This design comes from an exercise in tuning for small area and a short achievable clock period on the open sky130 flow, not from production work. RTL that was checked went through simulation tests only; none was proved equivalent to the original.

==> inputs of run a <==
## neuron
module neuron(
    input clk , rst , start , EOI , EOF ,
    input signed [6:0] x1 , x2 ,
    input signed [1:0] tin ,
    output learned , updating ,
    output signed [1:0] tout
);
==> flow/config.mk <==
export PLATFORM = sky130hd
export DESIGN_NAME = neuron
export DESIGN_NICKNAME = neuron
export VERILOG_FILES = /design/flow/design.v
export SDC_FILE = /design/flow/constraint.sdc
export NUM_CORES = 4
export LEC_CHECK = 0
export CAP_MARGIN = 20
export CORE_MARGIN = 2
export CORE_UTILIZATION = 40
export SETUP_SLACK_MARGIN = 4.5
export SLEW_MARGIN = 20
export SYNTH_HIERARCHICAL = 1
export TNS_END_PERCENT = 5
==> flow/constraint.sdc <==
create_clock -name core_clock -period 9.5 [get_ports {clk}]
set_input_delay 1.9000 -clock core_clock [delete_from_list [all_inputs] [get_ports {clk}]]
set_output_delay 1.9000 -clock core_clock [all_outputs]
set_load 0.01 [all_outputs]
run.sh (not shown) runs the stock make flow with config.mk's settings and CLKGATE_MAP_FILE= SYNTH_SCRIPT=/design/flow/synth_recipe.tcl, a recipe that flattens the netlist after the stock synthesis.
==> run b (differences from run a) <==
==> flow/flow/run.sh (new file) <==
#!/bin/bash
# The standard layout (the standard.sh: standard synthesis, ORFS floorplan to finish),
# with one change: the buffers ORFS puts on the input and output ports are buf_4 cells
# instead of the delay-buffer cell that buffer_ports picks by default.
set -euo pipefail
export BUFFER_PORTS_ARGS="-buffer_cell sky130_fd_sc_hd__buf_4"
bash standard.sh finish > standard_flow.log 2>&1
==> flow/standard.sh (new file) <==
#!/bin/bash
# synth_recipe.tcl (not shown) runs the flow's synth.tcl, then flattens the netlist and writes it again
# the make line also repeats each setting of config.mk as NAME=value (left out here)
make -C /OpenROAD-flow-scripts/flow DESIGN_CONFIG=/design/flow/config.mk WORK_HOME=/design/flow/orfs CLKGATE_MAP_FILE= SYNTH_SCRIPT=/design/flow/synth_recipe.tcl "${@:-finish}"
removed: flow/run.sh
==> run notes <==
item	run b	run a
Final setup slack of the worst path	4.82 ns	4.53 ns
Fraction of area in registers	22.0%	21.6%
Slowest Stage Delay on Critical Path	0.49 ns	0.57 ns
Number of DRC markers in iteration 0	462	488
Nonclk buf count	31	32
Pre-CTS worst setup slack	4.24 ns	3.80 ns
Maximum clock skew at final layout	0.0124 ns	0.0107 ns
Post-DP Area	0.00820 sq mm	0.00825 sq mm
Fraction of standard cell area in multi-input logic	66.6%	66.2%
Capture point of the worst path	dp.w2h[11]$_DFFE_PP0P_	dp.cs[15]$_DFF_PP1_
Vias per Instance	5.71	5.80
Share of the clock period used by the worst path	49.3%	52.3%
Top achievable clock speed	214 MHz	201 MHz
Final design instance area without fill	0.00850 sq mm	0.00866 sq mm
Data arrival time of the worst path	4.91 ns	5.26 ns
Status	timing/DRC/antenna clean	timing/DRC/antenna clean
Met3 routing resource usage after global routing	2.91%	2.81%

========
==> inputs of 08-26 <==
==> flow/design.v <==
`timescale 1ns/1ns
module datapath(
    input clk , rst , ldW1 , ldW2 , ldX1 , ldX2 , ldT , ldB,
    input signed [6:0] x1in, x2in,
    input signed [1:0] tin,
    output signed [1:0] tout,
    output eq
);
    reg signed [1:0] t ;
    reg signed [6:0] x1 , x2 ;
    reg signed [13:0] w1 , w2 , b ;
    localparam signed [13:0] posAlpha = 14'b00000011000000;
    localparam signed [13:0] negAlpha = 14'b11111101000000;
    wire signed [20:0] m1 , m2 , mw1 , mw2 ;
    wire signed [13:0] s , sw1 , sw2 , sb ;
    wire signed [13:0] alphaT ;
    assign alphaT = t[1] ? negAlpha : posAlpha ;
    assign m1 = x1 * w1 ;
    assign m2 = x2 * w2 ;
    assign s = m1[17:4] + m2[17:4] + b ;
    assign eq = ~(s[13] ^ t[1]) ;
    assign mw1 = x1 * alphaT ;
    assign mw2 = x2 * alphaT ;
    assign sw1 = mw1[17:4] + w1;
    assign sw2 = mw2[17:4] + w2;
    assign sb  = b + alphaT;
    always @(posedge clk, posedge rst) begin
        if (rst) begin
            w1 <= 0 ; w2 <= 0 ; b <= 0 ;
            x1 <= 0 ; x2 <= 0 ; t <= 0 ;
        end
        else begin
            x1 <= ldX1 ? x1in : x1;
            x2 <= ldX2 ? x2in : x2;
            t  <= ldT  ? tin  : t ;
            w1 <= ldW1 ? sw1 : w1 ;
            w2 <= ldW2 ? sw2 : w2 ;
            b  <= ldB  ? sb  : b  ;
        end
    end
    assign tout = { s[13] , 1'b1 } ;
endmodule  
`timescale 1ns/1ns
module controller(
  input clk , rst , eq , start , EOF , EOI ,
  output reg ldW1 , ldW2 , ldX1 , ldX2 , ldT , ldB , updating ,
  output learned
);
    reg [2:0] ns , ps;
    reg _learned ;
    assign learned = _learned ;
    localparam [2:0] idle = 0, starting = 1, toLearn = 2 , getX = 3, upadteWeight = 4 , getTestInput = 5 ;
    always @ (ps , eq , start , EOF , EOI , _learned) begin
        case (ps)
            idle      : ns = start ? starting : idle ;
            starting  : ns = _learned ? getTestInput : toLearn ;
            toLearn   : ns = getX ;
            getX      : begin
                if (EOF) begin
                    ns = starting;
                end else begin
                    if (eq)
                        ns = getX;
                    else
                        ns = upadteWeight;
                end
            end
            upadteWeight : ns = getX ;
            getTestInput : ns = EOI ? idle : getTestInput ;
            default: ns = idle;
        endcase
    end
    always @ (ps , eq) begin
        ldW1 = 0 ; ldW2 = 0 ; ldX1 = 0 ; ldX2 = 0 ; ldT = 0 ; ldB = 0 ; updating = 0 ;
        case (ps)
            getX: begin
                ldX1    = 1 ;
                ldX2    = 1 ;
                ldT     = 1 ;
                if (~eq) begin
                    updating = 1 ;
                end
            end
            upadteWeight: begin
                ldW1    = 1 ;
                ldW2    = 1 ;
                ldB     = 1 ;
            end
            getTestInput: begin
                ldX1 = 1 ;
                ldX2 = 1 ;
            end
            default: ;
        endcase
    end
    always @(posedge clk, posedge rst) begin
        if (rst) _learned <= 1'b0;
        else if (ns == toLearn) _learned <= 1'b1;
        else if (ns == upadteWeight) _learned <= 1'b0;
    end
    always @(posedge clk, posedge rst) begin
        if (rst) ps <= idle;
        else ps <= ns;
    end
endmodule  
`timescale 1ns/1ns
module neuron(
    input clk , rst , start , EOI , EOF ,
    input signed [6:0] x1 , x2 ,
    input signed [1:0] tin ,
    output learned , updating ,
    output signed [1:0] tout
);
    wire ldW1 , ldW2 , ldX1 , ldX2 , ldT , ldB , eq ;
    datapath dp(
        .clk(clk),
        .rst(rst),
        .ldW1(ldW1),
        .ldW2(ldW2),
        .ldX1(ldX1),
        .ldX2(ldX2),
        .ldT(ldT),
        .ldB(ldB),
        .eq(eq),
        .x1in(x1),
        .x2in(x2),
        .tin(tin),
        .tout(tout)
    );
    controller ct(
        .clk(clk),
        .rst(rst),
        .ldW1(ldW1),
        .ldW2(ldW2),
        .ldX1(ldX1),
        .ldX2(ldX2),
        .ldT(ldT),
        .ldB(ldB),
        .eq(eq),
        .EOF(EOF),
        .EOI(EOI),
        .start(start),
        .learned(learned),
        .updating(updating)
    );
endmodule  
==> flow/run.sh <==
#!/bin/bash
# synth_recipe.tcl (not shown) runs the flow's synth.tcl, then flattens the netlist and writes it again
# the make line also repeats each setting of config.mk as NAME=value (left out here)
make -C /OpenROAD-flow-scripts/flow DESIGN_CONFIG=/design/flow/config.mk WORK_HOME=/design/flow/orfs CLKGATE_MAP_FILE= SYNTH_SCRIPT=/design/flow/synth_recipe.tcl finish
==> flow/config.mk <==
export PLATFORM = sky130hd
export DESIGN_NAME = neuron
export DESIGN_NICKNAME = neuron
export VERILOG_FILES = /design/flow/design.v
export SDC_FILE = /design/flow/constraint.sdc
export NUM_CORES = 4
export LEC_CHECK = 0
export CAP_MARGIN = 20
export CORE_MARGIN = 2
export CORE_UTILIZATION = 40
export SLEW_MARGIN = 20
==> flow/constraint.sdc <==
create_clock -name core_clock -period 9.5 [get_ports {clk}]
set_input_delay 1.9000 -clock core_clock [delete_from_list [all_inputs] [get_ports {clk}]]
set_output_delay 1.9000 -clock core_clock [all_outputs]
set_load 0.01 [all_outputs]
==> 10-11: changes against 08-26 <==
==> flow/design.v (replaced) <==
`timescale 1ns/1ns
module datapath(
    input clk , rst , ldW , ldX , ldT ,
    input signed [6:0] x1in , x2in ,
    input signed [1:0] tin ,
    output [1:0] tout ,
    output eq
);
    reg signed [6:0] x1 , x2 ;
    reg t1 ;
    reg signed [11:0] w1h , w2h ;
    reg [7:0] bh ;
    wire signed [18:0] p1 = x1 * w1h ;
    wire signed [18:0] p2 = x2 * w2h ;
    wire [13:0] s = p1[15:2] + p2[15:2] + {bh, 6'b000000} ;
    assign eq = ~(s[13] ^ t1) ;
    assign tout = { s[13] , 1'b1 } ;
    wire signed [11:0] d1 = {{5{x1[6]}}, x1} + {{4{x1[6]}}, x1, 1'b0} ;
    wire signed [11:0] d2 = {{5{x2[6]}}, x2} + {{4{x2[6]}}, x2, 1'b0} ;
    always @(posedge clk, posedge rst) begin
        if (rst) begin
            w1h <= 0 ; w2h <= 0 ; bh <= 0 ;
            x1 <= 0 ; x2 <= 0 ; t1 <= 0 ;
        end
        else begin
            if (ldX) begin x1 <= x1in ; x2 <= x2in ; end
            if (ldT) t1 <= tin[1] ;
            if (ldW) begin
                w1h <= t1 ? w1h - d1 : w1h + d1 ;
                w2h <= t1 ? w2h - d2 : w2h + d2 ;
                bh  <= t1 ? bh - 8'd3 : bh + 8'd3 ;
            end
        end
    end
endmodule
`timescale 1ns/1ns
module controller(
    input clk , rst , eq , start , EOF , EOI ,
    output ldW , ldX , ldT , updating ,
    output reg learned
);
    reg [2:0] ps, ns;
    localparam [2:0] idle = 0, starting = 1, toLearn = 2, getX = 3, update = 4, test = 5;
    always @(*) begin
        case (ps)
            idle     : ns = start ? starting : idle;
            starting : ns = learned ? test : toLearn;
            toLearn  : ns = getX;
            getX     : ns = EOF ? starting : (eq ? getX : update);
            update   : ns = getX;
            test     : ns = EOI ? idle : test;
            default  : ns = idle;
        endcase
    end
    assign ldX = (ps == getX) | (ps == test);
    assign ldT = (ps == getX);
    assign ldW = (ps == update);
    assign updating = (ps == getX) & ~eq;
    always @(posedge clk, posedge rst) begin
        if (rst) learned <= 1'b0;
        else if (ns == toLearn) learned <= 1'b1;
        else if (ns == update) learned <= 1'b0;
    end
    always @(posedge clk, posedge rst) begin
        if (rst) ps <= idle;
        else ps <= ns;
    end
endmodule
`timescale 1ns/1ns
module neuron(
    input clk , rst , start , EOI , EOF ,
    input signed [6:0] x1 , x2 ,
    input signed [1:0] tin ,
    output learned , updating ,
    output signed [1:0] tout
);
    wire ldW, ldX, ldT, eq;
    datapath dp(
        .clk(clk), .rst(rst), .ldW(ldW), .ldX(ldX), .ldT(ldT),
        .x1in(x1), .x2in(x2), .tin(tin), .tout(tout), .eq(eq)
    );
    controller ct(
        .clk(clk), .rst(rst), .eq(eq), .start(start), .EOF(EOF), .EOI(EOI),
        .ldW(ldW), .ldX(ldX), .ldT(ldT), .updating(updating), .learned(learned)
    );
endmodule
==> metrics.md <==
| Metric | Value |
|---|---|
| Status | timing/DRC/antenna clean |
| Reg area | 1280 sq um |
| F_max | 111 MHz |
| Unique masters post-synth | 61 |
| Die area | 25100 sq um |
| Post-Synth Simple-Gate Area | 15.7% |
| Clock buffer count | 6 |
| Non-Filler Cell Area, Final | 10500 sq um |
| Clock Skew | 0.00664 ns |
The numbers above come from 10-11.

==> metrics.md <==
| Metric | Value |
|---|---|
| Status | timing/DRC/antenna clean |
| Unique masters post-synth | 56 |
| Reg area | 1280 sq um |
| Die area | 30100 sq um |
| NonClk Buf Share | 3.89% |
| Non-Filler Cell Area, Final | 12600 sq um |
| Clock Skew | 0.00666 ns |
The numbers above come from 08-26.

Only the layout flow was run in 10-11; the RTL was not checked for function there.

==> re-timing with driven ports <==
No port has a modelled driver above. Below, the same layouts with a new extraction and two added sets of constraints.
Step 1 sets driving cells, clkbuf_16 on the clock port and buf_2 on the other inputs (assumed; they add their load-dependent delay and slew).
Step 2 times the ports against the registers' clock, not the clock port: input delays grow and output delays shrink by t, the midpoint of the rising clock arrivals with the driver on.
Slacks: ideal / step 1 / step 2; pairs: ideal / step 1.
run	t (ns)	slack for setup (ns)	hold slack, ns	slew at the worst register clock pin (ns)	worst slew at a driven data input, ns
run a	0.393	4.531 / 4.523 / 4.156	0.548 / 0.548 / 0.548	0.07 / 0.07	0.03
run b	0.390	4.821 / 4.838 / 4.449	0.551 / 0.551 / 0.551	0.07 / 0.07	0.04
08-26	0.345	0.477 / 0.436 / 0.781	0.502 / 0.502 / 0.502	0.08 / 0.08	0.04
10-11	0.335	0.488 / 0.450 / 0.785	0.509 / 0.509 / 0.509	0.08 / 0.08	0.04
After both steps setup and hold are still met in every run listed. For run a, which loses most, drivers alone change the setup slack by -0.008 ns; drivers and shift together by -0.375 ns.
